From an optimization exercise on the open Yosys and OpenROAD flow, aimed at small area; shortcuts taken in it are not production practice.
Only simulation tests tie the RTL to the original design; equivalence was not proved.
Power and IR drop assume default switching activity.

## flow/design.v

```verilog
module mac_unit #(
    parameter DATA_WIDTH = 8,
    parameter ACC_WIDTH = 32
)(
    input wire clk,
    input wire rst_n,
    input wire enable,
    input wire clr,
    input wire signed [7:0] a_in,
    input wire signed [7:0] w_in,
    output reg signed [7:0] a_out,
    output reg signed [7:0] w_out,
    output reg signed [31:0] acc_out
);
    wire [7:0] ag = a_out & {8{enable}};
    wire [31:0] base = acc_out & {32{~clr}};
    wire [31:0] nxt;
    wire pp1;
    wire pp2;
    wire pp3;
    wire pp4;
    wire pp5;
    wire pp6;
    wire pp7;
    wire pp8;
    wire pp9;
    wire pp10;
    wire pp11;
    wire pp12;
    wire pp13;
    wire pp14;
    wire pp15;
    wire pp16;
    wire pp17;
    wire pp18;
    wire pp19;
    wire pp20;
    wire pp21;
    wire pp22;
    wire pp23;
    wire pp24;
    wire pp25;
    wire pp26;
    wire pp27;
    wire pp28;
    wire pp29;
    wire pp30;
    wire pp31;
    wire pp32;
    wire pp33;
    wire pp34;
    wire pp35;
    wire pp36;
    wire pp37;
    wire pp38;
    wire pp39;
    wire pp40;
    wire pp41;
    wire pp42;
    wire pp43;
    wire pp44;
    wire pp45;
    wire pp46;
    wire pp47;
    wire pp48;
    wire pp49;
    wire pp50;
    wire pp51;
    wire pp52;
    wire pp53;
    wire pp54;
    wire pp55;
    wire pp56;
    wire pp57;
    wire pp58;
    wire pp59;
    wire pp60;
    wire pp61;
    wire pp62;
    wire pp63;
    wire pp64;
    wire s65;
    wire c66;
    wire s67;
    wire c68;
    wire s69;
    wire c70;
    wire s71;
    wire c72;
    wire s73;
    wire c74;
    wire s75;
    wire c76;
    wire s77;
    wire c78;
    wire s79;
    wire c80;
    wire s81;
    wire c82;
    wire s83;
    wire c84;
    wire s85;
    wire c86;
    wire s87;
    wire c88;
    wire s89;
    wire c90;
    wire s91;
    wire c92;
    wire s93;
    wire c94;
    wire s95;
    wire c96;
    wire s97;
    wire c98;
    wire s99;
    wire c100;
    wire s101;
    wire c102;
    wire s103;
    wire c104;
    wire s105;
    wire c106;
    wire s107;
    wire c108;
    wire s109;
    wire c110;
    wire s111;
    wire c112;
    wire s113;
    wire c114;
    wire s115;
    wire c116;
    wire s117;
    wire c118;
    wire s119;
    wire c120;
    wire s121;
    wire c122;
    wire s123;
    wire c124;
    wire s125;
    wire c126;
    wire s127;
    wire c128;
    wire s129;
    wire c130;
    wire s131;
    wire c132;
    wire s133;
    wire c134;
    wire s135;
    wire c136;
    wire s137;
    wire c138;
    wire s139;
    wire c140;
    wire s141;
    wire c142;
    wire s143;
    wire c144;
    wire s145;
    wire c146;
    wire s147;
    wire c148;
    wire s149;
    wire c150;
    wire s151;
    wire c152;
    wire s153;
    wire c154;
    wire s155;
    wire c156;
    wire s157;
    wire c158;
    wire s159;
    wire c160;
    wire s161;
    wire c162;
    wire s163;
    wire c164;
    wire s165;
    wire c166;
    wire s167;
    wire c168;
    wire s169;
    wire c170;
    wire s171;
    wire c172;
    wire s173;
    wire c174;
    wire s175;
    wire c176;
    wire s177;
    wire c178;
    wire s179;
    wire c180;
    wire s181;
    wire c182;
    wire s183;
    wire c184;
    wire s185;
    wire c186;
    wire s187;
    wire c188;
    wire s189;
    wire c190;
    wire s191;
    wire c192;
    wire s193;
    wire c194;
    wire s195;
    wire c196;
    wire s197;
    wire c198;
    wire s199;
    wire c200;
    wire s201;
    wire c202;
    wire s203;
    wire c204;
    wire s205;
    wire c206;
    wire s207;
    wire c208;
    wire s209;
    wire up210;
    wire dn211;
    wire s212;
    wire ao213;
    wire az214;
    wire s215;
    wire ao216;
    wire az217;
    wire s218;
    wire ao219;
    wire az220;
    wire s221;
    wire ao222;
    wire az223;
    wire s224;
    wire ao225;
    wire az226;
    wire s227;
    wire ao228;
    wire az229;
    wire s230;
    wire ao231;
    wire az232;
    wire s233;
    wire ao234;
    wire az235;
    wire s236;
    wire ao237;
    wire az238;
    wire s239;
    wire ao240;
    wire az241;
    wire s242;
    wire ao243;
    wire az244;
    wire s245;
    wire ao246;
    wire az247;
    wire s248;
    wire ao249;
    wire az250;
    wire s251;
    wire ao252;
    wire az253;
    wire s254;
    wire ao255;
    wire az256;
    wire s257;
    assign pp1 = ag[0] & w_out[0];
    assign pp2 = ag[0] & w_out[1];
    assign pp3 = ag[1] & w_out[0];
    assign pp4 = ag[0] & w_out[2];
    assign pp5 = ag[1] & w_out[1];
    assign pp6 = ag[2] & w_out[0];
    assign pp7 = ag[0] & w_out[3];
    assign pp8 = ag[1] & w_out[2];
    assign pp9 = ag[2] & w_out[1];
    assign pp10 = ag[3] & w_out[0];
    assign pp11 = ag[0] & w_out[4];
    assign pp12 = ag[1] & w_out[3];
    assign pp13 = ag[2] & w_out[2];
    assign pp14 = ag[3] & w_out[1];
    assign pp15 = ag[4] & w_out[0];
    assign pp16 = ag[0] & w_out[5];
    assign pp17 = ag[1] & w_out[4];
    assign pp18 = ag[2] & w_out[3];
    assign pp19 = ag[3] & w_out[2];
    assign pp20 = ag[4] & w_out[1];
    assign pp21 = ag[5] & w_out[0];
    assign pp22 = ag[0] & w_out[6];
    assign pp23 = ag[1] & w_out[5];
    assign pp24 = ag[2] & w_out[4];
    assign pp25 = ag[3] & w_out[3];
    assign pp26 = ag[4] & w_out[2];
    assign pp27 = ag[5] & w_out[1];
    assign pp28 = ag[6] & w_out[0];
    assign pp29 = ~(ag[0] & w_out[7]);
    assign pp30 = ag[1] & w_out[6];
    assign pp31 = ag[2] & w_out[5];
    assign pp32 = ag[3] & w_out[4];
    assign pp33 = ag[4] & w_out[3];
    assign pp34 = ag[5] & w_out[2];
    assign pp35 = ag[6] & w_out[1];
    assign pp36 = ~(ag[7] & w_out[0]);
    assign pp37 = ~(ag[1] & w_out[7]);
    assign pp38 = ag[2] & w_out[6];
    assign pp39 = ag[3] & w_out[5];
    assign pp40 = ag[4] & w_out[4];
    assign pp41 = ag[5] & w_out[3];
    assign pp42 = ag[6] & w_out[2];
    assign pp43 = ~(ag[7] & w_out[1]);
    assign pp44 = ~(ag[2] & w_out[7]);
    assign pp45 = ag[3] & w_out[6];
    assign pp46 = ag[4] & w_out[5];
    assign pp47 = ag[5] & w_out[4];
    assign pp48 = ag[6] & w_out[3];
    assign pp49 = ~(ag[7] & w_out[2]);
    assign pp50 = ~(ag[3] & w_out[7]);
    assign pp51 = ag[4] & w_out[6];
    assign pp52 = ag[5] & w_out[5];
    assign pp53 = ag[6] & w_out[4];
    assign pp54 = ~(ag[7] & w_out[3]);
    assign pp55 = ~(ag[4] & w_out[7]);
    assign pp56 = ag[5] & w_out[6];
    assign pp57 = ag[6] & w_out[5];
    assign pp58 = ~(ag[7] & w_out[4]);
    assign pp59 = ~(ag[5] & w_out[7]);
    assign pp60 = ag[6] & w_out[6];
    assign pp61 = ~(ag[7] & w_out[5]);
    assign pp62 = ~(ag[6] & w_out[7]);
    assign pp63 = ~(ag[7] & w_out[6]);
    assign pp64 = ag[7] & w_out[7];
    mac_ha u_s65 (.a(base[0]), .b(pp1), .s(s65), .co(c66));
    mac_fa u_s67 (.a(base[1]), .b(pp2), .c(pp3), .s(s67), .co(c68));
    mac_ha u_s69 (.a(c66), .b(s67), .s(s69), .co(c70));
    mac_fa u_s71 (.a(base[2]), .b(pp4), .c(pp5), .s(s71), .co(c72));
    mac_fa u_s73 (.a(pp6), .b(c68), .c(s71), .s(s73), .co(c74));
    mac_ha u_s75 (.a(c70), .b(s73), .s(s75), .co(c76));
    mac_fa u_s77 (.a(base[3]), .b(pp10), .c(pp7), .s(s77), .co(c78));
    mac_fa u_s79 (.a(pp8), .b(pp9), .c(c72), .s(s79), .co(c80));
    mac_fa u_s81 (.a(s77), .b(c74), .c(s79), .s(s81), .co(c82));
    mac_ha u_s83 (.a(c76), .b(s81), .s(s83), .co(c84));
    mac_fa u_s85 (.a(base[4]), .b(pp11), .c(pp12), .s(s85), .co(c86));
    mac_fa u_s87 (.a(pp13), .b(pp14), .c(pp15), .s(s87), .co(c88));
    mac_fa u_s89 (.a(c78), .b(s85), .c(s87), .s(s89), .co(c90));
    mac_fa u_s91 (.a(c80), .b(s89), .c(c82), .s(s91), .co(c92));
    mac_ha u_s93 (.a(c84), .b(s91), .s(s93), .co(c94));
    mac_fa u_s95 (.a(base[5]), .b(pp16), .c(pp17), .s(s95), .co(c96));
    mac_fa u_s97 (.a(pp18), .b(pp19), .c(pp20), .s(s97), .co(c98));
    mac_fa u_s99 (.a(pp21), .b(c86), .c(c88), .s(s99), .co(c100));
    mac_fa u_s101 (.a(s95), .b(s97), .c(c90), .s(s101), .co(c102));
    mac_fa u_s103 (.a(s99), .b(s101), .c(c92), .s(s103), .co(c104));
    mac_ha u_s105 (.a(c94), .b(s103), .s(s105), .co(c106));
    mac_fa u_s107 (.a(base[6]), .b(pp22), .c(pp23), .s(s107), .co(c108));
    mac_fa u_s109 (.a(pp24), .b(pp25), .c(pp26), .s(s109), .co(c110));
    mac_fa u_s111 (.a(pp27), .b(pp28), .c(c96), .s(s111), .co(c112));
    mac_fa u_s113 (.a(c98), .b(s107), .c(s109), .s(s113), .co(c114));
    mac_fa u_s115 (.a(c100), .b(s111), .c(s113), .s(s115), .co(c116));
    mac_fa u_s117 (.a(c102), .b(s115), .c(c104), .s(s117), .co(c118));
    mac_ha u_s119 (.a(c106), .b(s117), .s(s119), .co(c120));
    mac_fa u_s121 (.a(base[7]), .b(pp29), .c(pp30), .s(s121), .co(c122));
    mac_fa u_s123 (.a(pp31), .b(pp32), .c(pp33), .s(s123), .co(c124));
    mac_fa u_s125 (.a(pp34), .b(pp35), .c(pp36), .s(s125), .co(c126));
    mac_fa u_s127 (.a(c108), .b(c110), .c(s121), .s(s127), .co(c128));
    mac_fa u_s129 (.a(s123), .b(s125), .c(c112), .s(s129), .co(c130));
    mac_fa u_s131 (.a(c114), .b(s127), .c(s129), .s(s131), .co(c132));
    mac_fa u_s133 (.a(c116), .b(s131), .c(c118), .s(s133), .co(c134));
    mac_ha u_s135 (.a(c120), .b(s133), .s(s135), .co(c136));
    mac_fa u_s137 (.a(base[8]), .b(pp37), .c(pp38), .s(s137), .co(c138));
    mac_fa u_s139 (.a(pp39), .b(pp40), .c(pp41), .s(s139), .co(c140));
    mac_fa u_s141 (.a(pp42), .b(pp43), .c(c122), .s(s141), .co(c142));
    mac_fa u_s143 (.a(c124), .b(c126), .c(s137), .s(s143), .co(c144));
    mac_fa u_s145 (.a(s139), .b(c128), .c(s141), .s(s145), .co(c146));
    mac_fa u_s147 (.a(s143), .b(c130), .c(s145), .s(s147), .co(c148));
    mac_fa u_s149 (.a(c132), .b(s147), .c(c134), .s(s149), .co(c150));
    assign s151 = ~(c136 ^ s149);
    assign c152 = c136 | s149;
    mac_fa u_s153 (.a(base[9]), .b(pp44), .c(pp45), .s(s153), .co(c154));
    mac_fa u_s155 (.a(pp46), .b(pp47), .c(pp48), .s(s155), .co(c156));
    mac_fa u_s157 (.a(pp49), .b(c138), .c(c140), .s(s157), .co(c158));
    mac_fa u_s159 (.a(s153), .b(s155), .c(c142), .s(s159), .co(c160));
    mac_fa u_s161 (.a(c144), .b(s157), .c(c146), .s(s161), .co(c162));
    mac_fa u_s163 (.a(s159), .b(c148), .c(s161), .s(s163), .co(c164));
    mac_fa u_s165 (.a(s163), .b(c150), .c(c152), .s(s165), .co(c166));
    mac_fa u_s167 (.a(base[10]), .b(pp50), .c(pp51), .s(s167), .co(c168));
    mac_fa u_s169 (.a(pp52), .b(pp53), .c(pp54), .s(s169), .co(c170));
    mac_fa u_s171 (.a(c154), .b(c156), .c(s167), .s(s171), .co(c172));
    mac_fa u_s173 (.a(s169), .b(c158), .c(s171), .s(s173), .co(c174));
    mac_fa u_s175 (.a(c160), .b(s173), .c(c162), .s(s175), .co(c176));
    mac_fa u_s177 (.a(s175), .b(c164), .c(c166), .s(s177), .co(c178));
    mac_fa u_s179 (.a(base[11]), .b(pp55), .c(pp56), .s(s179), .co(c180));
    mac_fa u_s181 (.a(pp57), .b(pp58), .c(c168), .s(s181), .co(c182));
    mac_fa u_s183 (.a(c170), .b(s179), .c(c172), .s(s183), .co(c184));
    mac_fa u_s185 (.a(s181), .b(c174), .c(s183), .s(s185), .co(c186));
    mac_fa u_s187 (.a(s185), .b(c176), .c(c178), .s(s187), .co(c188));
    mac_fa u_s189 (.a(base[12]), .b(pp59), .c(pp60), .s(s189), .co(c190));
    mac_fa u_s191 (.a(pp61), .b(c180), .c(s189), .s(s191), .co(c192));
    mac_fa u_s193 (.a(c182), .b(s191), .c(c184), .s(s193), .co(c194));
    mac_fa u_s195 (.a(s193), .b(c186), .c(c188), .s(s195), .co(c196));
    mac_fa u_s197 (.a(base[13]), .b(pp62), .c(pp63), .s(s197), .co(c198));
    mac_fa u_s199 (.a(c190), .b(s197), .c(c192), .s(s199), .co(c200));
    mac_fa u_s201 (.a(s199), .b(c194), .c(c196), .s(s201), .co(c202));
    mac_fa u_s203 (.a(base[14]), .b(pp64), .c(c198), .s(s203), .co(c204));
    mac_fa u_s205 (.a(s203), .b(c200), .c(c202), .s(s205), .co(c206));
    mac_fa u_s207 (.a(base[15]), .b(c204), .c(c206), .s(s207), .co(c208));
    assign s209 = ~s207;
    assign up210 = c208 & s207;
    assign dn211 = ~(c208 | s207);
    assign s212 = base[16] ^ (up210 | dn211);
    assign ao213 = base[16];
    assign az214 = ~base[16];
    assign s215 = base[17] ^ ((up210 & ao213) | (dn211 & az214));
    assign ao216 = ao213 & base[17];
    assign az217 = az214 & ~base[17];
    assign s218 = base[18] ^ ((up210 & ao216) | (dn211 & az217));
    assign ao219 = ao216 & base[18];
    assign az220 = az217 & ~base[18];
    assign s221 = base[19] ^ ((up210 & ao219) | (dn211 & az220));
    assign ao222 = ao219 & base[19];
    assign az223 = az220 & ~base[19];
    assign s224 = base[20] ^ ((up210 & ao222) | (dn211 & az223));
    assign ao225 = ao222 & base[20];
    assign az226 = az223 & ~base[20];
    assign s227 = base[21] ^ ((up210 & ao225) | (dn211 & az226));
    assign ao228 = ao225 & base[21];
    assign az229 = az226 & ~base[21];
    assign s230 = base[22] ^ ((up210 & ao228) | (dn211 & az229));
    assign ao231 = ao228 & base[22];
    assign az232 = az229 & ~base[22];
    assign s233 = base[23] ^ ((up210 & ao231) | (dn211 & az232));
    assign ao234 = ao231 & base[23];
    assign az235 = az232 & ~base[23];
    assign s236 = base[24] ^ ((up210 & ao234) | (dn211 & az235));
    assign ao237 = ao234 & base[24];
    assign az238 = az235 & ~base[24];
    assign s239 = base[25] ^ ((up210 & ao237) | (dn211 & az238));
    assign ao240 = ao237 & base[25];
    assign az241 = az238 & ~base[25];
    assign s242 = base[26] ^ ((up210 & ao240) | (dn211 & az241));
    assign ao243 = ao240 & base[26];
    assign az244 = az241 & ~base[26];
    assign s245 = base[27] ^ ((up210 & ao243) | (dn211 & az244));
    assign ao246 = ao243 & base[27];
    assign az247 = az244 & ~base[27];
    assign s248 = base[28] ^ ((up210 & ao246) | (dn211 & az247));
    assign ao249 = ao246 & base[28];
    assign az250 = az247 & ~base[28];
    assign s251 = base[29] ^ ((up210 & ao249) | (dn211 & az250));
    assign ao252 = ao249 & base[29];
    assign az253 = az250 & ~base[29];
    assign s254 = base[30] ^ ((up210 & ao252) | (dn211 & az253));
    assign ao255 = ao252 & base[30];
    assign az256 = az253 & ~base[30];
    assign s257 = base[31] ^ ((up210 & ao255) | (dn211 & az256));
    assign nxt = {s257, s254, s251, s248, s245, s242, s239, s236, s233, s230, s227, s224, s221, s218, s215, s212, s209, s205, s201, s195, s187, s177, s165, s151, s135, s119, s105, s93, s83, s75, s69, s65};
    always @(posedge clk or negedge rst_n) begin
        if (!rst_n) begin
            a_out <= 8'd0;
            w_out <= 8'd0;
            acc_out <= 32'd0;
        end else begin
            if (enable) begin
                a_out <= a_in;
                w_out <= w_in;
            end
            acc_out <= nxt;
        end
    end
endmodule
module mac_fa (
    input wire a,
    input wire b,
    input wire c,
    output wire s,
    output wire co
);
    assign s = a ^ b ^ c;
    assign co = (a & b) | (c & (a | b));
endmodule
module mac_ha (
    input wire a,
    input wire b,
    output wire s,
    output wire co
);
    assign s = a ^ b;
    assign co = a & b;
endmodule
module systolic_array #(
    parameter SIZE = 4,               
    parameter DATA_WIDTH = 8,
    parameter ACC_WIDTH = 32
)(
    input wire clk,
    input wire rst_n,
    input wire enable,
    input wire acc_clear,
    input wire signed [DATA_WIDTH-1:0] a_in_0,
    input wire signed [DATA_WIDTH-1:0] a_in_1,
    input wire signed [DATA_WIDTH-1:0] a_in_2,
    input wire signed [DATA_WIDTH-1:0] a_in_3,
    input wire signed [DATA_WIDTH-1:0] w_in_0,
    input wire signed [DATA_WIDTH-1:0] w_in_1,
    input wire signed [DATA_WIDTH-1:0] w_in_2,
    input wire signed [DATA_WIDTH-1:0] w_in_3,
    output wire signed [ACC_WIDTH-1:0] acc_out_00, acc_out_01, acc_out_02, acc_out_03,
    output wire signed [ACC_WIDTH-1:0] acc_out_10, acc_out_11, acc_out_12, acc_out_13,
    output wire signed [ACC_WIDTH-1:0] acc_out_20, acc_out_21, acc_out_22, acc_out_23,
    output wire signed [ACC_WIDTH-1:0] acc_out_30, acc_out_31, acc_out_32, acc_out_33
);
    wire signed [DATA_WIDTH-1:0] a_wire [0:SIZE-1][0:SIZE];
    wire signed [DATA_WIDTH-1:0] w_wire [0:SIZE][0:SIZE-1];
    wire signed [ACC_WIDTH-1:0] acc_wire [0:SIZE-1][0:SIZE-1];
    assign a_wire[0][0] = a_in_0;
    assign a_wire[1][0] = a_in_1;
    assign a_wire[2][0] = a_in_2;
    assign a_wire[3][0] = a_in_3;
    assign w_wire[0][0] = w_in_0;
    assign w_wire[0][1] = w_in_1;
    assign w_wire[0][2] = w_in_2;
    assign w_wire[0][3] = w_in_3;
    assign acc_out_00 = acc_wire[0][0];
    assign acc_out_01 = acc_wire[0][1];
    assign acc_out_02 = acc_wire[0][2];
    assign acc_out_03 = acc_wire[0][3];
    assign acc_out_10 = acc_wire[1][0];
    assign acc_out_11 = acc_wire[1][1];
    assign acc_out_12 = acc_wire[1][2];
    assign acc_out_13 = acc_wire[1][3];
    assign acc_out_20 = acc_wire[2][0];
    assign acc_out_21 = acc_wire[2][1];
    assign acc_out_22 = acc_wire[2][2];
    assign acc_out_23 = acc_wire[2][3];
    assign acc_out_30 = acc_wire[3][0];
    assign acc_out_31 = acc_wire[3][1];
    assign acc_out_32 = acc_wire[3][2];
    assign acc_out_33 = acc_wire[3][3];
    reg clr_q;
    always @(posedge clk or negedge rst_n) begin
        if (!rst_n)
            clr_q <= 1'b0;
        else if (enable)
            clr_q <= acc_clear;
    end
    wire clr = enable & clr_q;
    genvar row, col;
    generate
        for (row = 0; row < SIZE; row = row + 1) begin : gen_row
            for (col = 0; col < SIZE; col = col + 1) begin : gen_col
                mac_unit #(
                    .DATA_WIDTH(DATA_WIDTH),
                    .ACC_WIDTH(ACC_WIDTH)
                ) pe (
                    .clk(clk),
                    .rst_n(rst_n),
                    .enable(enable),
                    .clr(clr),
                    .a_in(a_wire[row][col]),
                    .w_in(w_wire[row][col]),
                    .a_out(a_wire[row][col+1]),
                    .w_out(w_wire[row+1][col]),
                    .acc_out(acc_wire[row][col])
                );
            end
        end
    endgenerate
endmodule
```

## flow/run.sh

```bash
#!/bin/bash
# synth_recipe.tcl (not shown) runs the flow's synth.tcl, then flattens the netlist and writes it again
# the make line also repeats each setting of config.mk as NAME=value (left out here)
make -C /OpenROAD-flow-scripts/flow DESIGN_CONFIG=/design/flow/config.mk WORK_HOME=/design/flow/orfs CLKGATE_MAP_FILE= SYNTH_SCRIPT=/design/flow/synth_recipe.tcl finish
```

## flow/config.mk

```make
export PLATFORM = sky130hd
export DESIGN_NAME = systolic_array
export DESIGN_NICKNAME = systolic_array
export VERILOG_FILES = /design/flow/design.v
export SDC_FILE = /design/flow/constraint.sdc
export NUM_CORES = 8
export LEC_CHECK = 0
export ABC_AREA = 1
export CAP_MARGIN = 20
export CORE_MARGIN = 2
export CORE_UTILIZATION = 60
export CTS_BUF_LIST = sky130_fd_sc_hd__clkbuf_4
export SLEW_MARGIN = 20
export SYNTH_HIERARCHICAL = 1
export SYNTH_MINIMUM_KEEP_SIZE = 0
```

## flow/constraint.sdc

```tcl
create_clock -name core_clock -period 12.0 [get_ports {clk}]
set_input_delay 2.4000 -clock core_clock [delete_from_list [all_inputs] [get_ports {clk}]]
set_output_delay 2.4000 -clock core_clock [all_outputs]
set_load 0.01 [all_outputs]
```

==> qor.yml, run 1 <==
status: "timing/DRC/antenna clean"
end_kind: "flip-flop"
r2r_start: "clr_q"
hp-start: "gen_row[3].gen_col[0].pe.a_out[7]"
grt_pass1_vias: 47698
avgSynthCellArea_um2: 9.888
swShare_pct: 45.06
switchingPower_uw: 9408
hold_path_end: "gen_row[3].gen_col[1].pe.a_out[7]"
insertion_delay_ps: 1150
r2r-end: "gen_row[1].gen_col[3].pe.acc_out[28]"
ir_drop_uv: 252.8
cts_hold_buf: 0
fin_crit_sh_pct: 86.43
numCtsBuffers: 213
die_h_um: 322.0
fin_nets: 8096
antenna_found_initial: 6
rows: 116
final_area_um2: 70540
min_path_cells: 1
cts_tree: "built"
firstDrtPassIters: 6
syn2layout_area_growth_pct: 16.27
routed_via_density: 5.420
synthesis.nets: 7387
finClkSkew_ps: 59.80
htree_levels: 4
clock_path_buffers: 3
ys_ff_latch: 769
cts_setup_buffers: 0
internal_power_uw: 11470
crit_type: "in -> reg"
p_seq_share_pct: 22.1
ioPinCount: 580
gr-total-overflow: 0
drive_gt1_share_pct: 8.258
routedWlPerCell_um: 18.67
wirelength_mm: 155.1
fin_crit_ps: 10370
die_area_um2: 103700
fmax_mhz: 96.41
max_slew_margin_pct: 35.95
hold_class: "reg -> reg"
setup_viol: 0
p_per_area_nw_per_um2: 295.9
tns_ps: 0
cp-start-kind: "input port"
cpMostUsedCell: "fa_1"
placed_area_um2: 67910
rrSetupSlack_ps: 2700
start_util_pct: 60.58
cp.required_ps: 12990
cts_sinks: 769
clkPwrFrac_pct: 11.3
drv_slew: 0
syn_area_um2: 60670
syn_inst: 6135
dp_hpwl_mm: 122.0
maxCapViolCount: 0
crit_path_top_delay_cell: "fa_1"
cpPeakStageDelay_ps: 490
vias: 45027
synth_warnings: 8
gp_congestion: 0.9579
arrival_ps: 11360
r2r_cells: 35
fillCellCount: 7895
remaining_drc_errors: 0
crit_path_max_fanout: 53
hold_slack_ps: 527.0
clk_pin_slew_ps: 60
combPwrFrac_pct: 66.6
synth-seq-area-share_pct: 31.72
cts_root_buf: "clkbuf_4"
leakagePower_uw: 0.03480
grt_pass1_wl_mm: 251.4
port_buffers: 579
grt_max_degree: 154
cts_resized: 0
multi_input_area_um2: 37810
drtIter0Drc: 3023
synth.distinct_cells: 22
rsz0062_at_grt: "no"
worst_pin_slew_ps: 960.8
regArea_um2: 19240
finalHoldViolations: 0
grt_usage_pct: 31.22
die_w_um: 322.0
core_area_um2: 100100
drt.antenna.violating_nets: 0
[layout by cell type, fill, tap and decap left out, drive strengths merged, types with 55 or more instances in the layout]
master	count
clkinv	55
ha	176
nand4	64
mux2	128
nor2	1296
nand3	288
inv	803
o21ai	288
xor2	176
fa	1008
nand2	900
dfrtp	769
clkdlybuf4s50	577
clkbuf	313
[cell families (layout without fill, tap and decap cells)]
family | Yosys count | count (layout) | synth area share [%]
mux | 128 | 128 | 2.376
simple gates | 2596 | 2596 | 17.28
fa+ha+maj | 1184 | 1184 | 36.89
buf+inv | 930 | 1794 | 5.952
xor+xnor | 208 | 208 | 3.003
compound gates | 320 | 320 | 2.772
other cells | 0 | 10 | 0
flops | 769 | 769 | 31.72
[modules after synthesis, one instance, submodules excluded, excerpt]
module          cells inside  flops+latches  area (µm²)
systolic_array             7              1       47.55
mac_ha                     1              0       12.51
mac_fa                     1              0       20.02
[how the worst max path moves through the flow]
stage | end | start | depth (start not counted)
floorplan | gen_row[0].gen_col[0].pe.acc_out[28] | enable | 35
detailed placement | gen_row[0].gen_col[3].pe.acc_out[28] | enable | 36
finish | gen_row[1].gen_col[3].pe.acc_out[28] | enable | 36
global placement | gen_row[0].gen_col[1].pe.acc_out[28] | enable | 36
global route | gen_row[0].gen_col[2].pe.acc_out[28] | enable | 36
CTS | gen_row[2].gen_col[2].pe.acc_out[28] | enable | 35
[final cells by class]
type,count,area share (%)
antenna,10,0.03548
clock buffer,313,3.331
clock inverter,57,0.3565
inverter,802,4.278
multi-input combinational,4436,53.60
sequential,769,27.28
tap,1298,2.302
timing repair buffer,622,8.812
[flip-flops by register name (all words and copies together) (netlist names)]
signal	cells
clr_q	1
gen_row.gen_col.pe.a_out	128
gen_row.gen_col.pe.acc_out	512
gen_row.gen_col.pe.w_out	128
[power by group through the flow]
stage / clock [µW] / combinational (µW) / sequential (µW)
after global routing: 2570 / 16100 / 4710
after floorplan: 0 / 9070 / 4750
after global placement: 0 / 13600 / 4630
after CTS: 2430 / 14200 / 4600
final: 2360 / 13900 / 4610
after detailed placement: 0 / 14000 / 4630
[critical path: cells and delay by family]
| family | cells | cell delay [ps] |
|---|---|---|
| AO/OA/AOI/OAI | 2 | 260 |
| adder cells (fa/ha/maj) | 17 | 6410 |
| buffers and inverters | 8 | 1160 |
| AND/OR/NAND/NOR | 9 | 1060 |
[through the flow]
step	cells	total power, µW	setup WS (ps)	utilization (%)
6_report	8307	20880	1628	70.44
4_1_cts	8297	21210	1727	70.41
2_1_floorplan	6135	13820	148.2	-
5_1_grt	8307	23420	1183	70.44
3_5_place_dp	7927	18590	465.5	67.81
3_3_place_gp	7927	18250	665.4	67.81
[layer usage]
metal  global-route usage (%)  part of all wire (%)
met4                    12.28                   3.8
met1                    41.04                    39
met5                        0                0.0090
met2                    49.66                    48
met3                    8.589                   8.8
[cells in the mapped netlist (all sizes together)]
library cell,n,area share [%]
a21oi,16,0.13
buf,16,0.30
clkbuf,112,0.69
dfrtp,769,32
fa,1008,33
ha,176,3.6
inv,802,5.0
mux2,128,2.4
nand2,900,5.6
nand3,288,2.4
nand3b,16,0.20
nand4,64,0.66
nor2,1296,8.2
nor3,32,0.26
o21ai,288,2.5
o22ai,16,0.17
xnor2,32,0.46
xor2,176,2.5
==> run 2, diff against run 1 <==
--- a/flow/config.mk
+++ b/flow/config.mk
@@ -9,6 +9,5 @@
 export CAP_MARGIN = 20
 export CORE_MARGIN = 2
-export CORE_UTILIZATION = 60
-export CTS_BUF_LIST = sky130_fd_sc_hd__clkbuf_4
+export CORE_UTILIZATION = 40
 export SLEW_MARGIN = 20
 export SYNTH_HIERARCHICAL = 1
==> run 2 against run 1 <==
  * Still clean on timing, DRC and antenna
  * Hold slack got worse by 20 ps
  * Non-clock buffer count is 14 higher
  * Maximum frequency fell by 3.7%
  * Global-route usage decreased by 8.9 points
  * Power grew 3.9%
  * Count of clock-buffer cells in the layout shrank 179
  * Critical path depth down 1
  * Combinational power barely moved
  * Synthesized cell count is the same
  * Cell count rose by 6.3%
  * First-iteration DRC count is 8.8% lower
  * Largest cell class unchanged
  * Largest power group unchanged
==> qor.yml, run 2 <==
grt_max_degree: 126
synth.distinct_cells: 22
fin_crit_ps: 10770
combPwrFrac_pct: 64.2
cpMostUsedCell: "fa_1"
synth_warnings: 8
dp_hpwl_mm: 134.7
synthXorXnorAreaFrac_pct: 3.003
synth_top_area_share_pct: 33.26
syn_area_um2: 60670
port_buffers: 579
crit_path_max_fanout: 27
drtIter0Drc: 2756
end_kind: "flip-flop"
antenna_found_initial: 6
fin_crit_sh_pct: 89.71
dp_slack_ps: 476.6
maxCapViolCount: 0
postLayoutCoreUtil_pct: 48.13
die_area_um2: 154800
switchingPower_uw: 9515
cp-start-kind: "input port"
r2r_cells: 35
p_seq_share_pct: 21.4
gr-total-overflow: 0
synth-compound-area-share_pct: 2.772
r2r-end: "gen_row[2].gen_col[1].pe.acc_out[28]"
largest_reg_flops: 512
clkPwrFrac_pct: 14.4
hold_class: "reg -> reg"
fillCellCount: 13917
top_regs: "gen_row.gen_col.pe.acc_out x512, gen_row.gen_col.pe.a_out x128, gen_row.gen_col.pe.w_out x128"
yosys.area.top_type: "fa_1"
synth_edf_count: 0
placed_area_um2: 68890
synthMuxAreaShare_pct: 2.376
ir_drop_uv: 201.3
rows: 142
min_path_cells: 1
cts_resized: 0
top_register: "gen_row.gen_col.pe.acc_out"
leakagePower_uw: 0.03496
ys_ff_latch: 769
start_util_pct: 40.41
syn2layout_area_growth_pct: 19.10
p_per_area_nw_per_um2: 300.2
finalHoldViolations: 0
synth_area_leaders: "fa_1, dfrtp_1, nor2_1, nand2_1, inv_1"
stdcell_count: 8830
clk_pin_slew_ps: 50
wirelength_mm: 169.2
drive_gt1_share_pct: 6.238
synth-simple-area-share_pct: 17.28
die_h_um: 393.4
numCtsBuffers: 96
worst_pin_slew_ps: 916.3
r2r_start: "clr_q"
hold_path_end: "gen_row[0].gen_col[3].pe.a_out[7]"
rrSetupSlack_ps: 2810
cp.required_ps: 12570
fin_nets: 7993
synth_adder_area_share_pct: 36.89
syn_inst: 6135
tns_ps: 0
synth_top_family_by_area: "adder cells"
crit_path_top_delay_cell: "fa_1"
cts_tree: "built"
clock_path_buffers: 3
cts_hold_buf: 0
hp-start: "gen_row[0].gen_col[3].pe.a_out[7]"
htree_levels: 3
cpPeakStageDelay_ps: 490
finClkSkew_ps: 21.96
ys_top_cells_by_count: "nor2_1, fa_1, nand2_1"
setup_viol: 0
ioPinCount: 580
firstDrtPassIters: 5
routed_via_density: 4.956
synth-seq-area-share_pct: 31.72
drt.antenna.violating_nets: 0
swShare_pct: 43.87
grt_pass1_vias: 47183
cts_sinks: 769
synth_most_common_cell: "nor2_1"
final_common_cell: "nor2_1"
routedWlPerCell_um: 19.16
grt_usage_pct: 22.32
cts_setup_buffers: 0
path_buf_inv: 7
dp_cells: 8659
avgSynthCellArea_um2: 9.888
crit_type: "in -> reg"
cts_root_buf: "clkbuf_16"
vias: 43765
core_area_um2: 150100
max_slew_margin_pct: 38.91
drv_slew: 0
die_w_um: 393.4
fmax_mhz: 92.89
final_area_um2: 72250
synth-async-reset-ratio_pct: 100.0
insertion_delay_ps: 690
synth_ff_type: "dfrtp_1"
status: "timing/DRC/antenna clean"
remaining_drc_errors: 0
rsz0062_at_grt: "no"
synthesis.nets: 7387
worst_slack_ps: 1234
layout_common_cells: "nor2_1, fa_1, nand2_1"
grt_pass1_wl_mm: 271.0
arrival_ps: 11330
internal_power_uw: 12170
gp_congestion: 0.9160
critPathTopFamily: "adder cells"
run 2: through the flow:
stage	hold WS [ps]	power [µW]
after floorplan	440.9	13820
after global placement	493.6	18490
final	507.0	21690
after detailed placement	496.2	18790
after CTS	508.1	22200
after global routing	514.6	24260
run 2: cell families (layout without fill, tap and decap cells):
kind of cell             Yosys count  count (layout)
AO/OA/AOI/OAI                    320             320
XOR/XNOR                         208             208
adder cells (fa/ha/maj)         1184            1184
buffers and inverters            930            1608
flip-flops                       769             769
multiplexers                     128             128
other                              0               1
AND/OR/NAND/NOR                 2596            2596
run 2: worst max-delay path by stage:
stage	cells after the start	endpoint	slack, ps	startpoint
2_1_floorplan	35	gen_row[0].gen_col[0].pe.acc_out[28]	150	enable
3_3_place_gp	36	gen_row[0].gen_col[3].pe.acc_out[28]	620	enable
3_5_place_dp	36	gen_row[0].gen_col[2].pe.acc_out[28]	480	enable
4_1_cts	36	gen_row[0].gen_col[3].pe.acc_out[28]	1280	enable
5_1_grt	36	gen_row[1].gen_col[3].pe.acc_out[28]	720	enable
6_report	35	gen_row[1].gen_col[2].pe.acc_out[28]	1230	enable
run 2: area by class of cell:
cell class	count	area (µm²)	share of cell area, %
Multi-Input combinational cell	4436	37810	52.33
Sequential cell	769	19240	26.63
Timing Repair Buffer	636	6296	8.714
Inverter	802	3018	4.177
Clock buffer	134	2829	3.915
Tap cell	2016	2522	3.491
Clock inverter	36	529.3	0.7325
Antenna cell	1	2.502	0.003463
run 2: modules after synthesis, one instance, submodules excluded, a selection:
module	area (µm²)	flip-flops and latches	times used
mac_fa	20.02	0	1008
mac_ha	12.51	0	128
systolic_array	47.55	1	1
run 2: power by group through the flow:
stage	sequential (µW)	combinational [µW]	clock, µW
floorplan	4750	9070	0
global placement	4670	13800	0
detailed placement	4680	14100	0
CTS	4660	14300	3240
global route	4760	16200	3330
finish	4640	13900	3130
run 2: layer usage:
| layer | vias up | part of all wire (%) | GRT usage (%) |
|---|---|---|---|
| met1 | 22161 | 42 | 29.67 |
| met5 | - | 0.038 | 0 |
| li1 | 20054 | - | - |
| met2 | 1279 | 47 | 35.92 |
| met3 | 261 | 7.3 | 5.405 |
| met4 | 10 | 3.3 | 7.308 |
run 2: worst register-to-register path: cells and delay by family, from the launching register on:
kind / cells / cell delay (ps)
fa+ha+maj: 16 / 6200
buf+inv: 8 / 1240
simple gates: 9 / 1030
flops: 1 / 370
compound gates: 2 / 250
==> run 3, diff against run 2 <==
==> flow/flow/run.sh (new file) <==
#!/bin/bash
# Own layout flow: the standard layout, with the port buffers that global
# placement inserts on every input and output made of the smallest buffer cell.
set -euo pipefail
bash standard.sh finish \
  "BUFFER_PORTS_ARGS=-buffer_cell sky130_fd_sc_hd__buf_1" \
  > standard.log 2>&1
==> flow/standard.sh (new file) <==
#!/bin/bash
# synth_recipe.tcl (not shown) runs the flow's synth.tcl, then flattens the netlist and writes it again
# the make line also repeats each setting of config.mk as NAME=value (left out here)
make -C /OpenROAD-flow-scripts/flow DESIGN_CONFIG=/design/flow/config.mk WORK_HOME=/design/flow/orfs CLKGATE_MAP_FILE= SYNTH_SCRIPT=/design/flow/synth_recipe.tcl "${@:-finish}"
removed: flow/run.sh
==> run 3 against run 2 <==
  * Count of clock-buffer cells in the layout grew 2
  * Setup slack improved by 36 ps
  * Via count increased by 0.71%
  * Combinational power fell by 6%
  * Cell count about the same
  * Power shrank 3.6%
  * Sequential share of layout area up 1.3 points
  * Critical path depth is 1 higher
  * Routed wire length down 0.35%
  * Core utilization shrank 2.2 points
  * Critical path type unchanged
==> qor.yml, run 3 <==
ir_drop_uv: 243.1
synth-async-reset-ratio_pct: 100.0
die_area_um2: 154800
fin_crit_ps: 10730
syn2layout_area_growth_pct: 13.55
startpoint: "enable"
grt_pass1_vias: 46841
finClkSkew_ps: 28.94
final_area_um2: 68880
cpMostUsedCell: "fa_1"
fin_nets: 7987
start_util_pct: 40.41
syn_area_um2: 60670
clock_path_buffers: 3
htree_levels: 3
ys_top_cells_by_count: "nor2_1, fa_1, nand2_1"
synth_ff_type: "dfrtp_1"
vias: 44075
crit_path_top_delay_cell: "fa_1"
hp-start: "gen_row[2].gen_col[3].pe.w_out[0]"
arrival_ps: 11320
grt_pass1_wl_mm: 269.1
postLayoutCoreUtil_pct: 45.88
ioPinCount: 580
synth.distinct_cells: 22
fmax_mhz: 93.20
hold_slack_ps: 511.1
end_kind: "flip-flop"
status: "timing/DRC/antenna clean"
grt_max_degree: 150
rsz0062_at_grt: "no"
cts_root_buf: "clkbuf_16"
synth_most_common_cell: "nor2_1"
die_w_um: 393.4
synth_top_area_share_pct: 33.26
synthesis.nets: 7387
layout_common_cells: "nor2_1, fa_1, nand2_1"
critPathTopFamily: "adder cells"
cts_setup_buffers: 0
cts_tree: "built"
fillCellCount: 14324
drive_gt1_share_pct: 6.292
rows: 142
cts_hold_buf: 0
largest_reg_flops: 512
drtIter0Drc: 2636
yosys.area.top_type: "fa_1"
placed_area_um2: 65290
insertion_delay_ps: 720
antenna_found_initial: 9
drt.antenna.violating_nets: 0
grt_usage_pct: 22.18
top_register: "gen_row.gen_col.pe.acc_out"
avgSynthCellArea_um2: 9.888
cp.required_ps: 12590
gr-total-overflow: 0
synth-seq-area-share_pct: 31.72
crit_path_max_fanout: 37
r2r_start: "clr_q"
cts_sinks: 769
port_buffers: 579
wirelength_mm: 168.6
finalHoldViolations: 0
hold_class: "reg -> reg"
final_common_cell: "nor2_1"
routedWlPerCell_um: 19.08
crit_type: "in -> reg"
cts_resized: 0
tns_ps: 0
leakagePower_uw: 0.03355
synth_edf_count: 0
clk_pin_slew_ps: 60
firstDrtPassIters: 6
core_area_um2: 150100
die_h_um: 393.4
syn_inst: 6135
fin_crit_sh_pct: 89.42
ys_ff_latch: 769
synth_area_leaders: "fa_1, dfrtp_1, nor2_1, nand2_1, inv_1"
maxCapViolCount: 0
dp_hpwl_mm: 134.1
routed_via_density: 4.987
cp-start-kind: "input port"
path_buf_inv: 8
synth_warnings: 8
drv_slew: 0
max_slew_margin_pct: 35.95
top_regs: "gen_row.gen_col.pe.acc_out x512, gen_row.gen_col.pe.a_out x128, gen_row.gen_col.pe.w_out x128"
remaining_drc_errors: 0
setup_viol: 0
gp_congestion: 0.9174
p_per_area_nw_per_um2: 303.4
numCtsBuffers: 98
cpPeakStageDelay_ps: 490
worst_pin_slew_ps: 960.8
==> run 3: area by class of cell <==
cell class | instances | area, µm² | share of cell area [%]
multi-input combinational | 4436 | 37810 | 54.89
sequential | 769 | 19240 | 27.94
inverter | 802 | 3018 | 4.381
clock buffer | 136 | 2846 | 4.132
timing repair buffer | 628 | 2699 | 3.918
tap | 2016 | 2522 | 3.662
clock inverter | 47 | 733.2 | 1.064
antenna | 4 | 10.01 | 0.01453
==> run 3: report_power, final <==
| part | switching [µW] | internal [µW] |
|---|---|---|
| Combinational | 7540 | 5470 |
| Clock | 1260 | 2020 |
| Sequential | 743 | 3860 |
==> run 3: stage by stage <==
step | std cells | total power (µW) | setup slack [ps]
after CTS | 8834 | 21380 | 1282
after global routing | 8838 | 23500 | 709.0
after floorplan | 6135 | 13820 | 148.2
after detailed placement | 8651 | 17810 | 487.6
final | 8838 | 20900 | 1270
after global placement | 8651 | 17540 | 659.5
==> run 3: logic make-up (layout without fill, tap and decap cells) <==
logic type / Yosys count / after routing / share of synthesized area, %
simple gates: 2596 / 2596 / 17.28
compound gates: 320 / 320 / 2.772
fa+ha+maj: 1184 / 1184 / 36.89
flops: 769 / 769 / 31.72
xor+xnor: 208 / 208 / 3.003
mux: 128 / 128 / 2.376
other cells: 0 / 4 / 0
buf+inv: 930 / 1613 / 5.952
==> run 3: worst paths after layout <==
path,cells after the start,slack (ps),to
min in group asynchronous,1,1830,gen_row[0].gen_col[0].pe.acc_out[28]
max in group asynchronous,3,8050,gen_row[3].gen_col[3].pe.acc_out[16]
worst min register to register,2,510,gen_row[3].gen_col[3].pe.w_out[0]
worst max register to register,35,2720,gen_row[1].gen_col[0].pe.acc_out[28]
worst min-delay path,2,510,gen_row[3].gen_col[3].pe.w_out[0]
worst max-delay path,36,1270,gen_row[1].gen_col[0].pe.acc_out[28]
==> run 3: per-module statistics from Yosys, one instance, submodules excluded, excerpt <==
module / cells / copies in the design / flip-flops and latches / area (µm²)
mac_ha: 1 / 128 / 0 / 12.51
systolic_array: 7 / 1 / 1 / 47.55
mac_fa: 1 / 1008 / 0 / 20.02
==> run 3: layer usage <==
layer,wire length [µm],vias to the layer above,global-route usage [%]
li1,-,20054,-
met1,70210,22358,29.61
met2,79170,1349,35.16
met3,12940,306,5.310
met4,6232,8,8.187
met5,53,-,0
==> run 3: worst reg2reg max path, delay by kind of cell (launching register included) <==
family,cells,cell delay [ps]
and+or+nand+nor,9,1000
adders and majority gates,17,6510
AOI/OAI and AO/OA,2,250
buffers and inverters,7,1010
DFF,1,410
==> run 4, diff against run 3 <==
--- a/flow/design.v
+++ b/flow/design.v
@@ -6,4 +6,5 @@
     input wire rst_n,
     input wire enable,
+    input wire gate,
     input wire clr,
     input wire signed [7:0] a_in,
@@ -13,5 +14,5 @@
     output reg signed [31:0] acc_out
 );
-    wire [7:0] ag = a_out & {8{enable}};
+    wire [7:0] ag = a_out & {8{gate}};
     wire [31:0] base = acc_out & {32{~clr}};
     wire [31:0] nxt;
@@ -460,16 +461,15 @@
     assign s257 = base[31] ^ ((up210 & ao255) | (dn211 & az256));
     assign nxt = {s257, s254, s251, s248, s245, s242, s239, s236, s233, s230, s227, s224, s221, s218, s215, s212, s209, s205, s201, s195, s187, s177, s165, s151, s135, s119, s105, s93, s83, s75, s69, s65};
+    always @(posedge clk) begin
+        if (enable) begin
+            a_out <= a_in;
+            w_out <= w_in;
+        end
+    end
     always @(posedge clk or negedge rst_n) begin
-        if (!rst_n) begin
-            a_out <= 8'd0;
-            w_out <= 8'd0;
+        if (!rst_n)
             acc_out <= 32'd0;
-        end else begin
-            if (enable) begin
-                a_out <= a_in;
-                w_out <= w_in;
-            end
+        else
             acc_out <= nxt;
-        end
     end
 endmodule
@@ -550,4 +550,11 @@
     end
     wire clr = enable & clr_q;
+    reg [SIZE-1:0] loaded;
+    always @(posedge clk or negedge rst_n) begin
+        if (!rst_n)
+            loaded <= {SIZE{1'b0}};
+        else if (enable)
+            loaded <= {loaded[SIZE-2:0], 1'b1};
+    end
     genvar row, col;
     generate
@@ -561,4 +568,5 @@
                     .rst_n(rst_n),
                     .enable(enable),
+                    .gate(enable & loaded[(row > col) ? row : col]),
                     .clr(clr),
                     .a_in(a_wire[row][col]),
==> flow/run.sh (new file) <==
#!/bin/bash
# synth_recipe.tcl (not shown) runs the flow's synth.tcl, then flattens the netlist and writes it again
# the make line also repeats each setting of config.mk as NAME=value (left out here)
make -C /OpenROAD-flow-scripts/flow DESIGN_CONFIG=/design/flow/config.mk WORK_HOME=/design/flow/orfs CLKGATE_MAP_FILE= SYNTH_SCRIPT=/design/flow/synth_recipe.tcl finish
removed: flow/flow/run.sh
removed: flow/standard.sh
==> run 4 against run 3 <==
  * Via count shrank 7.3%
  * Sequential share of layout area up 1.1 points
  * Still clean
  * Critical path type unchanged
  * Largest power group unchanged
  * Count of clock-buffer cells in the layout shrank 2
  * Maximum frequency decreased by 2.2%
==> qor.yml, run 4 <==
maxCapViolCount: 0
cts_resized: 0
syn_inst: 5594
synth_warnings: 8
antenna_found_initial: 12
p_per_area_nw_per_um2: 279.2
synth_area_leaders: "fa_1, dfrtp_1, edfxtp_1, nor2_1, inv_1"
rows: 141
top_register: "gen_row.gen_col.pe.acc_out"
port_buffers: 579
setup_viol: 0
leakagePower_uw: 0.03337
status: "timing/DRC/antenna clean"
grt_usage_pct: 22.08
avgSynthCellArea_um2: 10.64
cts_sinks: 773
top_regs: "gen_row.gen_col.pe.acc_out x512, gen_row.gen_col.pe.a_out x128, gen_row.gen_col.pe.w_out x128"
grt_pass1_wl_mm: 257.8
p_seq_share_pct: 23.0
ys_top_cells_by_count: "nor2_1, fa_1, inv_1"
wirelength_mm: 162.8
die_h_um: 389.7
internal_power_uw: 11250
ioPinCount: 580
worst_slack_ps: 1033
clk_pin_slew_ps: 60
remaining_drc_errors: 0
fin_crit_sh_pct: 91.39
layout_common_cells: "nor2_1, fa_1, inv_1"
hold_class: "reg -> reg"
rsz0062_at_grt: "no"
cts_tree: "built"
synth-async-reset-ratio_pct: 66.88
gr-total-overflow: 0
ys_ff_latch: 773
fmax_mhz: 91.18
worst_pin_slew_ps: 911.4
routedWlPerCell_um: 19.73
crit_path_max_fanout: 59
final_common_cell: "nor2_1"
firstDrtPassIters: 5
dp_hpwl_mm: 130.6
cp-start-kind: "input port"
clock_path_buffers: 3
grt_pass1_vias: 44476
clkPwrFrac_pct: 15.1
crit_type: "in -> reg"
fillCellCount: 13413
drive_gt1_share_pct: 7.253
insertion_delay_ps: 710
synth-seq-area-share_pct: 34.66
ir_drop_uv: 224.5
cp.required_ps: 12630
switchingPower_uw: 8554
synth.distinct_cells: 27
swShare_pct: 43.19
max_slew_margin_pct: 39.24
cts_hold_buf: 0
synth_top_area_share_pct: 33.91
fin_nets: 7485
synthesis.nets: 6846
syn_area_um2: 59500
cts_setup_buffers: 0
synth_most_common_cell: "nor2_1"
dp_slack_ps: 349.4
syn2layout_area_growth_pct: 19.19
combPwrFrac_pct: 61.9
cpMostUsedCell: "fa_1"
drtIter0Drc: 2511
drt.antenna.violating_nets: 0
tns_ps: 0
arrival_ps: 11590
synth_edf_count: 256
gp_congestion: 0.9277
htree_levels: 3
drv_slew: 0
end_kind: "flip-flop"
start_util_pct: 40.30
finalHoldViolations: 0
routed_via_density: 4.953
dp_cells: 8064
die_w_um: 389.7
cts_root_buf: "clkbuf_16"
finClkSkew_ps: 33.99
final_area_um2: 70920
core_area_um2: 147700
placed_area_um2: 67670
cpPeakStageDelay_ps: 460
grt_max_degree: 141
crit_path_top_delay_cell: "fa_1"
fin_crit_ps: 10970
largest_reg_flops: 512
yosys.area.top_type: "fa_1"
stdcell_count: 8250
vias: 40860
die_area_um2: 151900
synth_ff_type: "dfrtp_1"
numCtsBuffers: 97
run 4: layer usage:
metal | GRT usage (%) | up-vias | part of all wire (%)
met4 | 7.526 | 12 | 3.6
met3 | 6.434 | 272 | 8.1
met1 | 28.39 | 20771 | 40
li1 | - | 18522 | -
met5 | 0 | - | 0.050
met2 | 35.76 | 1283 | 48
run 4: per-module statistics from Yosys, one instance, submodules excluded, a selection:
| module | cell area [µm²] | times used | cells | flops+latches |
|---|---|---|---|---|
| mac_fa | 20.02 | 1008 | 1 | 0 |
| mac_ha | 12.51 | 128 | 1 | 0 |
| systolic_array | 206.4 | 1 | 26 | 5 |
run 4: final timing paths:
kind,depth (start not counted),slack (ps),start,to
min in group asynchronous,1,1760,rst_n,gen_row[1].gen_col[3].pe.acc_out[22]
max in group asynchronous,2,8900,rst_n,gen_row[0].gen_col[0].pe.acc_out[27]
worst max register to register,35,2700,loaded[3],gen_row[2].gen_col[3].pe.acc_out[30]
worst min register to register,0,450,gen_row[1].gen_col[0].pe.a_out[7],gen_row[1].gen_col[1].pe.a_out[7]
worst max-delay path,36,1030,enable,gen_row[2].gen_col[3].pe.acc_out[30]
worst min-delay path,0,450,gen_row[1].gen_col[0].pe.a_out[7],gen_row[1].gen_col[1].pe.a_out[7]
run 4: power groups by stage:
stage | Sequential, µW | Combinational (µW) | Clock, µW
final | 4560 | 12300 | 2990
after global routing | 4660 | 14100 | 3170
after CTS | 4580 | 12500 | 3080
after detailed placement | 4600 | 12300 | 0
after global placement | 4600 | 12100 | 0
after floorplan | 4660 | 7770 | 0
run 4: cells by family (layout without fill, tap and decap cells):
| kind of cell | count (synthesis) | in the layout | synth area share, % |
|---|---|---|---|
| other | 0 | 5 | 0 |
| DFF | 773 | 773 | 34.66 |
| buffers and inverters | 870 | 1591 | 5.724 |
| and+or+nand+nor | 2335 | 2335 | 16.58 |
| xor gates and xnor gates | 224 | 224 | 3.297 |
| AOI/OAI and AO/OA | 208 | 208 | 2.120 |
| adders and majority gates | 1184 | 1184 | 37.61 |
run 4: cell type report:
| cell class | instances | area, µm² | area share, % |
|---|---|---|---|
| clock buffers | 134 | 2760 | 3.892 |
| repair buffers | 620 | 6188 | 8.725 |
| diodes | 5 | 12.51 | 0.01764 |
| flip-flops and latches | 773 | 20620 | 29.08 |
| well taps | 1930 | 2415 | 3.405 |
| inverters | 790 | 2974 | 4.193 |
| multi-input cells | 3951 | 35470 | 50.02 |
| clock inverters | 47 | 476.7 | 0.6721 |
run 4: worst max-delay path, delay by kind of cell:
family / cells / cell delay (ps)
AO/OA/AOI/OAI: 1 / 100
adder cells (fa/ha/maj): 17 / 6530
buffers and inverters: 7 / 1050
AND/OR/NAND/NOR: 11 / 1380
run 4: metrics by stage:
stage	total power [µW]	hold slack [ps]	utilization (%)
2_1_floorplan	12430	424.4	-
3_3_place_gp	16730	431.0	45.83
3_5_place_dp	16910	440.9	45.83
4_1_cts	20190	456.5	48.02
5_1_grt	21970	463.0	48.03
6_report	19810	454.5	48.03
==> run 5, diff against run 4 <==
==> flow/flow/run.sh (new file) <==
#!/bin/bash
# Own layout flow: the standard layout (standard.sh) with three changes:
# - synthesis is the standard flow's (synth_recipe.tcl), but ABC maps with flow/abc_area.script;
# - the port buffers that global placement inserts on every input and output
#   are the smallest buffer cell (buf_1);
# - clock tree synthesis uses clkbuf_16 with up to 24 flip-flops per leaf
#   buffer and inserts no dummy loads.
# make's output goes to standard.log; ORFS keeps each step's log under orfs/logs.
set -euo pipefail
export OWN_WORK=$PWD
export OWN_ABC_SCRIPT=$PWD/flow/abc_area.script
bash standard.sh finish \
  "SYNTH_SCRIPT=$PWD/flow/synth.tcl" \
  "BUFFER_PORTS_ARGS=-buffer_cell sky130_fd_sc_hd__buf_1" \
  "CTS_ARGS=-sink_clustering_enable -repair_clock_nets -dont_use_dummy_load -buf_list sky130_fd_sc_hd__clkbuf_16 -sink_buffer_max_cap_derate 1.0 -sink_clustering_size 24 -sink_clustering_max_diameter 100" \
  > standard.log 2>&1
==> flow/flow/abc_area.script (new file) <==
strash
dch
amap
topo
==> flow/flow/synth.tcl (new file) <==
# The standard flow's synthesis (synth_recipe.tcl in the work folder), with ABC's
# technology mapping script replaced by flow/abc_area.script (area mapping
# without ABC's own buffering and sizing; the layout's repair steps size and
# buffer the netlist afterwards).
proc abc {args} {
  set i [lsearch -exact $args -script]
  if {$i >= 0} {
    set args [lreplace $args $i [expr {$i + 1}] -script $::env(OWN_ABC_SCRIPT)]
  }
  yosys abc {*}$args
}
source $::env(OWN_WORK)/synth_recipe.tcl
==> flow/standard.sh (new file) <==
#!/bin/bash
# synth_recipe.tcl (not shown) runs the flow's synth.tcl, then flattens the netlist and writes it again
# the make line also repeats each setting of config.mk as NAME=value (left out here)
make -C /OpenROAD-flow-scripts/flow DESIGN_CONFIG=/design/flow/config.mk WORK_HOME=/design/flow/orfs CLKGATE_MAP_FILE= SYNTH_SCRIPT=/design/flow/synth_recipe.tcl "${@:-finish}"
--- a/flow/config.mk
+++ b/flow/config.mk
@@ -9,5 +9,5 @@
 export CAP_MARGIN = 20
 export CORE_MARGIN = 2
-export CORE_UTILIZATION = 40
+export CORE_UTILIZATION = 60
 export SLEW_MARGIN = 20
 export SYNTH_HIERARCHICAL = 1
removed: flow/run.sh
==> run 5 against run 4 <==
  * Cell area decreased by 10%
  * Clock skew is 21 ps higher
  * Non-clock buffer count increased by 3
  * Via count decreased by 3.4%
  * Power fell by 6.8%
  * Maximum frequency about the same
  * Synthesized area shrank 3.6%
  * First-iteration DRC count increased by 13%
  * Critical path type unchanged
  * Highest routed layer unchanged
==> qor.yml, run 5 <==
dp_hpwl_mm: 114.3
layout_common_cells: "nor2_1, fa_1, buf_1"
final_common_cell: "nor2_1"
grt_pass1_wl_mm: 230.7
wirelength_mm: 142.4
insertion_delay_ps: 640
rows: 113
top_register: "gen_row.gen_col.pe.acc_out"
drv_slew: 0
leakagePower_uw: 0.02636
rsz0062_at_grt: "no"
cpMostUsedCell: "fa_2"
ir_drop_uv: 179.0
grt_pass1_vias: 41914
grt_usage_pct: 30.32
ys_top_cells_by_count: "nor2_1, fa_1, dfrtp_1"
status: "timing/DRC/antenna clean"
synth_edf_count: 256
port_buffers: 579
gr-total-overflow: 0
cts_resized: 0
synthesis.nets: 6346
synth-async-reset-ratio_pct: 66.88
vias: 39457
clock_path_buffers: 3
cts_setup_buffers: 0
syn_area_um2: 57350
hold_slack_ps: 506.9
synth_most_common_cell: "nor2_1"
setup_viol: 0
synth-seq-area-share_pct: 35.96
fmax_mhz: 91.26
end_kind: "flip-flop"
max_slew_margin_pct: 33.72
arrival_ps: 11490
avgSynthCellArea_um2: 11.26
worst_slack_ps: 1043
fin_nets: 7012
routed_via_density: 5.614
synth_area_leaders: "fa_1, dfrtp_1, edfxtp_1, nor2_1, nor2b_1"
fin_crit_ps: 10960
crit_path_max_fanout: 50
numCtsBuffers: 41
top_regs: "gen_row.gen_col.pe.acc_out x512, gen_row.gen_col.pe.a_out x128, gen_row.gen_col.pe.w_out x128"
htree_levels: 2
final_area_um2: 63760
cts_root_buf: "clkbuf_16"
postLayoutCoreUtil_pct: 67.21
crit_type: "in -> reg"
synth.distinct_cells: 20
ys_ff_latch: 773
finClkSkew_ps: 54.61
remaining_drc_errors: 0
gp_congestion: 0.9424
drtIter0Drc: 2838
synth_top_area_share_pct: 35.18
die_w_um: 313.2
cpPeakStageDelay_ps: 550
routedWlPerCell_um: 20.26
antenna_found_initial: 8
start_util_pct: 60.45
synth_warnings: 8
finalPower_uw: 18470
synth_ff_type: "dfrtp_1"
hold_class: "reg -> reg"
firstDrtPassIters: 6
fin_crit_sh_pct: 91.31
dp_slack_ps: 467.7
clk_pin_slew_ps: 100
die_h_um: 313.2
core_area_um2: 94870
cts_hold_buf: 0
grt_max_degree: 134
cts_sinks: 773
crit_path_top_delay_cell: "fa_1"
finalHoldViolations: 0
cp-start-kind: "input port"
syn2layout_area_growth_pct: 11.18
die_area_um2: 98080
largest_reg_flops: 512
maxCapViolCount: 0
cts_tree: "built"
worst_pin_slew_ps: 994.2
drt.antenna.violating_nets: 0
syn_inst: 5094
drive_gt1_share_pct: 7.555
yosys.area.top_type: "fa_1"
ioPinCount: 580
path_buf_inv: 7
cp.required_ps: 12530
critPathTopFamily: "adder cells"
p_per_area_nw_per_um2: 289.6
placed_area_um2: 62720
-- run 5: final timing paths --
path / start / endpoint / slack, ps / cells past startpoint
hold / removal: gen_row[0].gen_col[1].pe.w_out[6] / gen_row[1].gen_col[1].pe.w_out[6] / 510 / 0
setup / recovery: enable / gen_row[3].gen_col[0].pe.acc_out[31] / 1040 / 36
max in group asynchronous: rst_n / gen_row[2].gen_col[1].pe.acc_out[30] / 8070 / 3
hold reg to reg: gen_row[0].gen_col[1].pe.w_out[6] / gen_row[1].gen_col[1].pe.w_out[6] / 510 / 0
setup reg to reg: loaded[3] / gen_row[3].gen_col[0].pe.acc_out[31] / 2690 / 35
min in group asynchronous: rst_n / gen_row[0].gen_col[3].pe.acc_out[3] / 1830 / 1
-- run 5: per-layer routing --
| layer | global-route usage [%] | up-vias | wire (µm) | share of wire [%] |
|---|---|---|---|---|
| li1 | - | 17853 | - | - |
| met1 | 40.11 | 19972 | 55190 | 39 |
| met2 | 49.60 | 1349 | 70120 | 49 |
| met3 | 7.106 | 277 | 11000 | 7.7 |
| met4 | 10.96 | 6 | 6010 | 4.2 |
| met5 | 0 | - | 44 | 0.031 |
-- run 5: power breakdown --
part	internal [µW]	leakage (µW)	switching [µW]
Sequential	3830	0.00896	524
Combinational	5520	0.0169	7110
Clock	612	0.000505	870
-- run 5: cell families (layout without fill, tap and decap cells) --
kind of cell	count (synthesis)	count (layout)	synth area share (%)
and+or+nand+nor	2311	2311	18.27
adders and majority gates	1184	1184	39.02
DFF	773	773	35.96
AOI/OAI and AO/OA	468	468	4.405
buffers and inverters	358	1022	2.343
other	0	5	0
-- run 5: stage by stage --
step	TNS [ps]	std cells
5_1_grt	0	7027
3_5_place_dp	0	6982
6_report	0	7028
2_1_floorplan	-1030080	5094
4_1_cts	0	7023
3_3_place_gp	0	6982
-- run 5: layout make-up --
cell class | instances | area, µm²
Fill cell | 7491 | 31110
Inverter | 358 | 1491
Tap cell | 1265 | 1583
Sequential cell | 773 | 20620
Clock buffer | 41 | 1026
Antenna cell | 5 | 12.51
Multi-Input combinational cell | 3963 | 36400
Timing Repair Buffer | 623 | 2624
-- run 5: per-module statistics from Yosys, one instance, submodules excluded, excerpt --
| module | flip-flops and latches | times used |
|---|---|---|
| mac_fa | 0 | 1008 |
| mac_ha | 0 | 128 |
| systolic_array | 5 | 1 |
-- run 5: worst reg2reg max path, delay by kind of cell (launching register included) --
| family | cells | cell delay, ps |
|---|---|---|
| adder cells (fa/ha/maj) | 16 | 5840 |
| AND/OR/NAND/NOR | 11 | 1850 |
| flip-flops | 1 | 340 |
| AO/OA/AOI/OAI | 2 | 180 |
| buffers and inverters | 6 | 960 |
==> run 6, diff against run 5 <==
--- a/flow/flow/run.sh
+++ b/flow/flow/run.sh
@@ -2,4 +2,6 @@
 # Own layout flow: the standard layout (standard.sh) with three changes:
 # - synthesis is the standard flow's (synth_recipe.tcl), but ABC maps with flow/abc_area.script;
+# - floorplan does not run repair_timing on the unplaced netlist (wire-load
+#   timing of the unbuffered high-fanout nets made it upsize gates needlessly);
 # - the port buffers that global placement inserts on every input and output
 #   are the smallest buffer cell (buf_1);
@@ -12,4 +14,5 @@
 bash standard.sh finish \
   "SYNTH_SCRIPT=$PWD/flow/synth.tcl" \
+  REMOVE_ABC_BUFFERS=1 \
   "BUFFER_PORTS_ARGS=-buffer_cell sky130_fd_sc_hd__buf_1" \
   "CTS_ARGS=-sink_clustering_enable -repair_clock_nets -dont_use_dummy_load -buf_list sky130_fd_sc_hd__clkbuf_16 -sink_buffer_max_cap_derate 1.0 -sink_clustering_size 24 -sink_clustering_max_diameter 100" \
==> run 6 against run 5 <==
  * Non-clock buffer count grew 64
  * Die area unchanged
  * Clock power is essentially flat
  * Sequential cell count did not move
  * Synthesized cell count stayed put
==> qor.yml, run 6 <==
insertion_delay_ps: 660
r2r_cells: 35
grt_max_degree: 120
synth_top_area_share_pct: 35.18
vias: 39593
avgSynthCellArea_um2: 11.26
syn_area_um2: 57350
top_register: "gen_row.gen_col.pe.acc_out"
end_kind: "flip-flop"
max_slew_margin_pct: 32.79
crit_path_top_delay_cell: "fa_1"
grt_usage_pct: 30.76
cts_tree: "built"
die_h_um: 313.2
regArea_um2: 20620
clock_path_buffers: 3
p_per_area_nw_per_um2: 276.3
cp-start-kind: "input port"
maxCapViolCount: 0
top_layer_used: "met5"
antenna_found_initial: 7
placed_area_um2: 62070
wl_met3_mm: 10.77
wirelength_mm: 143.6
remaining_drc_errors: 0
grt_pass1_vias: 42185
synth_adder_area_share_pct: 39.02
cpMostUsedCell: "fa_1"
fmax_mhz: 89.11
synthMuxAreaShare_pct: 0
fin_crit_ps: 11220
synth_edf_count: 256
worst_pin_slew_ps: 1008
synth-seq-area-share_pct: 35.96
layout_common_cells: "nor2_1, fa_1, buf_1"
cp.required_ps: 12550
multi_input_area_um2: 35410
drt.antenna.violating_nets: 0
synth_warnings: 8
ys_ff_latch: 773
clk_pin_slew_ps: 90
syn2layout_area_growth_pct: 10.03
worst_slack_ps: 778.5
gp_congestion: 0.9508
final_common_cell: "nor2_1"
cts_sinks: 773
port_buffers: 579
wl_met1_mm: 56.91
die_w_um: 313.2
ir_drop_uv: 233.0
status: "timing/DRC/antenna clean"
rows: 113
core_area_um2: 94870
fillCellCount: 7642
hold_slack_ps: 500.2
drtIter0Drc: 3050
gr-total-overflow: 0
dp_slack_ps: 49.93
wl_met2_mm: 70.20
syn_inst: 5094
htree_levels: 2
drv_slew: 0
cts_setup_buffers: 0
final_area_um2: 63110
synth-simple-area-share_pct: 18.27
synth_ff_type: "dfrtp_1"
firstDrtPassIters: 6
cpPeakStageDelay_ps: 580
synth_top_family_by_area: "adder cells"
fin_crit_sh_pct: 93.51
drive_gt1_share_pct: 2.662
synthXorXnorAreaFrac_pct: 0
postLayoutCoreUtil_pct: 66.52
die_area_um2: 98080
fin_nets: 7076
setup_viol: 0
cts_root_buf: "clkbuf_16"
synth_area_leaders: "fa_1, dfrtp_1, edfxtp_1, nor2_1, nor2b_1"
min_path_cells: 0
dp_hpwl_mm: 116.4
finClkSkew_ps: 66.76
cts_resized: 0
hold_class: "reg -> reg"
grt_pass1_wl_mm: 233.5
synth-async-reset-ratio_pct: 66.88
rsz0062_at_grt: "no"
crit_path_max_fanout: 10
routedWlPerCell_um: 20.26
crit_type: "in -> reg"
synth.distinct_cells: 20
leakagePower_uw: 0.02673
largest_reg_flops: 512
top_regs: "gen_row.gen_col.pe.acc_out x512, gen_row.gen_col.pe.a_out x128, gen_row.gen_col.pe.w_out x128"
yosys.area.top_type: "fa_1"
synth-compound-area-share_pct: 4.405
numCtsBuffers: 41
cts_hold_buf: 0
arrival_ps: 11770
ioPinCount: 580
synth_most_common_cell: "nor2_1"
ys_top_cells_by_count: "nor2_1, fa_1, dfrtp_1"
routed_via_density: 5.584
start_util_pct: 60.45
finalHoldViolations: 0
==> run 6: cell types whose count changed in the layout (fill, tap and decap cells not counted), moves of 19 or more <==
cell	previous run	this run
buf_4	35	99
fa_1	784	1008
clkinv_2	33	0
clkinv_1	308	358
fa_2	224	0
ha_1	157	176
==> run 6: critical path: cells and delay by family <==
kind                       cells  cell delay (ps)
and+or+nand+nor               11             1680
AOI/OAI and AO/OA              2              170
buffers and inverters          7              810
adders and majority gates     17             6670
==> run 6: metal layers <==
metal / GRT usage, % / vias to the layer above
met5: 0 / -
met4: 11.17 / 6
met3: 7.027 / 263
met2: 49.77 / 1281
met1: 41.30 / 20043
li1: - / 18000
==> run 6: cell type report <==
class                   instances  share of cell area, %
well taps                    1265                  2.508
flip-flops and latches        773                  32.68
clock buffers                  41                  1.626
multi-input cells            3963                  56.12
diodes                          4                0.01586
repair buffers                687                  4.919
inverters                     358                  2.129
==> run 6: final timing paths <==
path	slack, ps	startpoint	to
hold reg to reg	500	gen_row[2].gen_col[0].pe.w_out[5]	gen_row[3].gen_col[0].pe.w_out[5]
setup / recovery	780	enable	gen_row[1].gen_col[2].pe.acc_out[31]
setup reg to reg	2390	loaded[2]	gen_row[1].gen_col[2].pe.acc_out[31]
hold / removal	500	gen_row[2].gen_col[0].pe.w_out[5]	gen_row[3].gen_col[0].pe.w_out[5]
max in group asynchronous	7760	rst_n	gen_row[2].gen_col[0].pe.acc_out[12]
min in group asynchronous	1760	rst_n	gen_row[0].gen_col[3].pe.acc_out[5]
==> run 6: cells by family after synthesis <==
group	after synthesis
buffers and inverters	358
AO/OA/AOI/OAI	468
AND/OR/NAND/NOR	2311
adder cells (fa/ha/maj)	1184
flip-flops	773
==> run 6: Yosys stat by module, one instance, submodules excluded, excerpt <==
module | cell area, µm² | flip-flops and latches
mac_ha | 12.51 | 0
systolic_array | 197.7 | 5
mac_fa | 20.02 | 0
==> run 6: where the power goes <==
group	internal, µW	switching (µW)
Clock	612	863
Sequential	3830	541
Combinational	4920	6680
==> run 6: through the flow <==
step | setup TNS, ps | cells | total power (µW)
floorplan | -6961400 | 5094 | 12340
global placement | 0 | 7046 | 15820
detailed placement | 0 | 7046 | 16020
CTS | 0 | 7087 | 17750
global route | 0 | 7090 | 19540
finish | 0 | 7091 | 17440

==> what the ideal ports hide <==
No port has a modelled driver above. Below, the same layouts with a new extraction and two added sets of constraints.
Step 1 sets driving cells, clkbuf_16 on the clock port and buf_2 on the other inputs (assumed; they add their load-dependent delay and slew).
Step 2 also shifts input and output timing later by t, the mid clock arrival at the registers, as if the neighbouring blocks saw the same clock.
a / b / c = no drivers / after step 1 / after step 2; a / b = the first two.
run | shift t [ns] | setup WS [ns]
run 1 | 1.197 | 1.628 / 1.632 / 0.435
run 2 | 0.762 | 1.234 / 1.225 / 0.463
run 3 | 0.785 | 1.270 / 1.242 / 0.457
run 4 | 0.778 | 1.033 / 1.064 / 0.286
run 5 | 0.688 | 1.043 / 1.084 / 0.397
run 6 | 0.706 | 0.779 / 0.826 / 0.120
After both steps setup and hold are still met in every run listed.
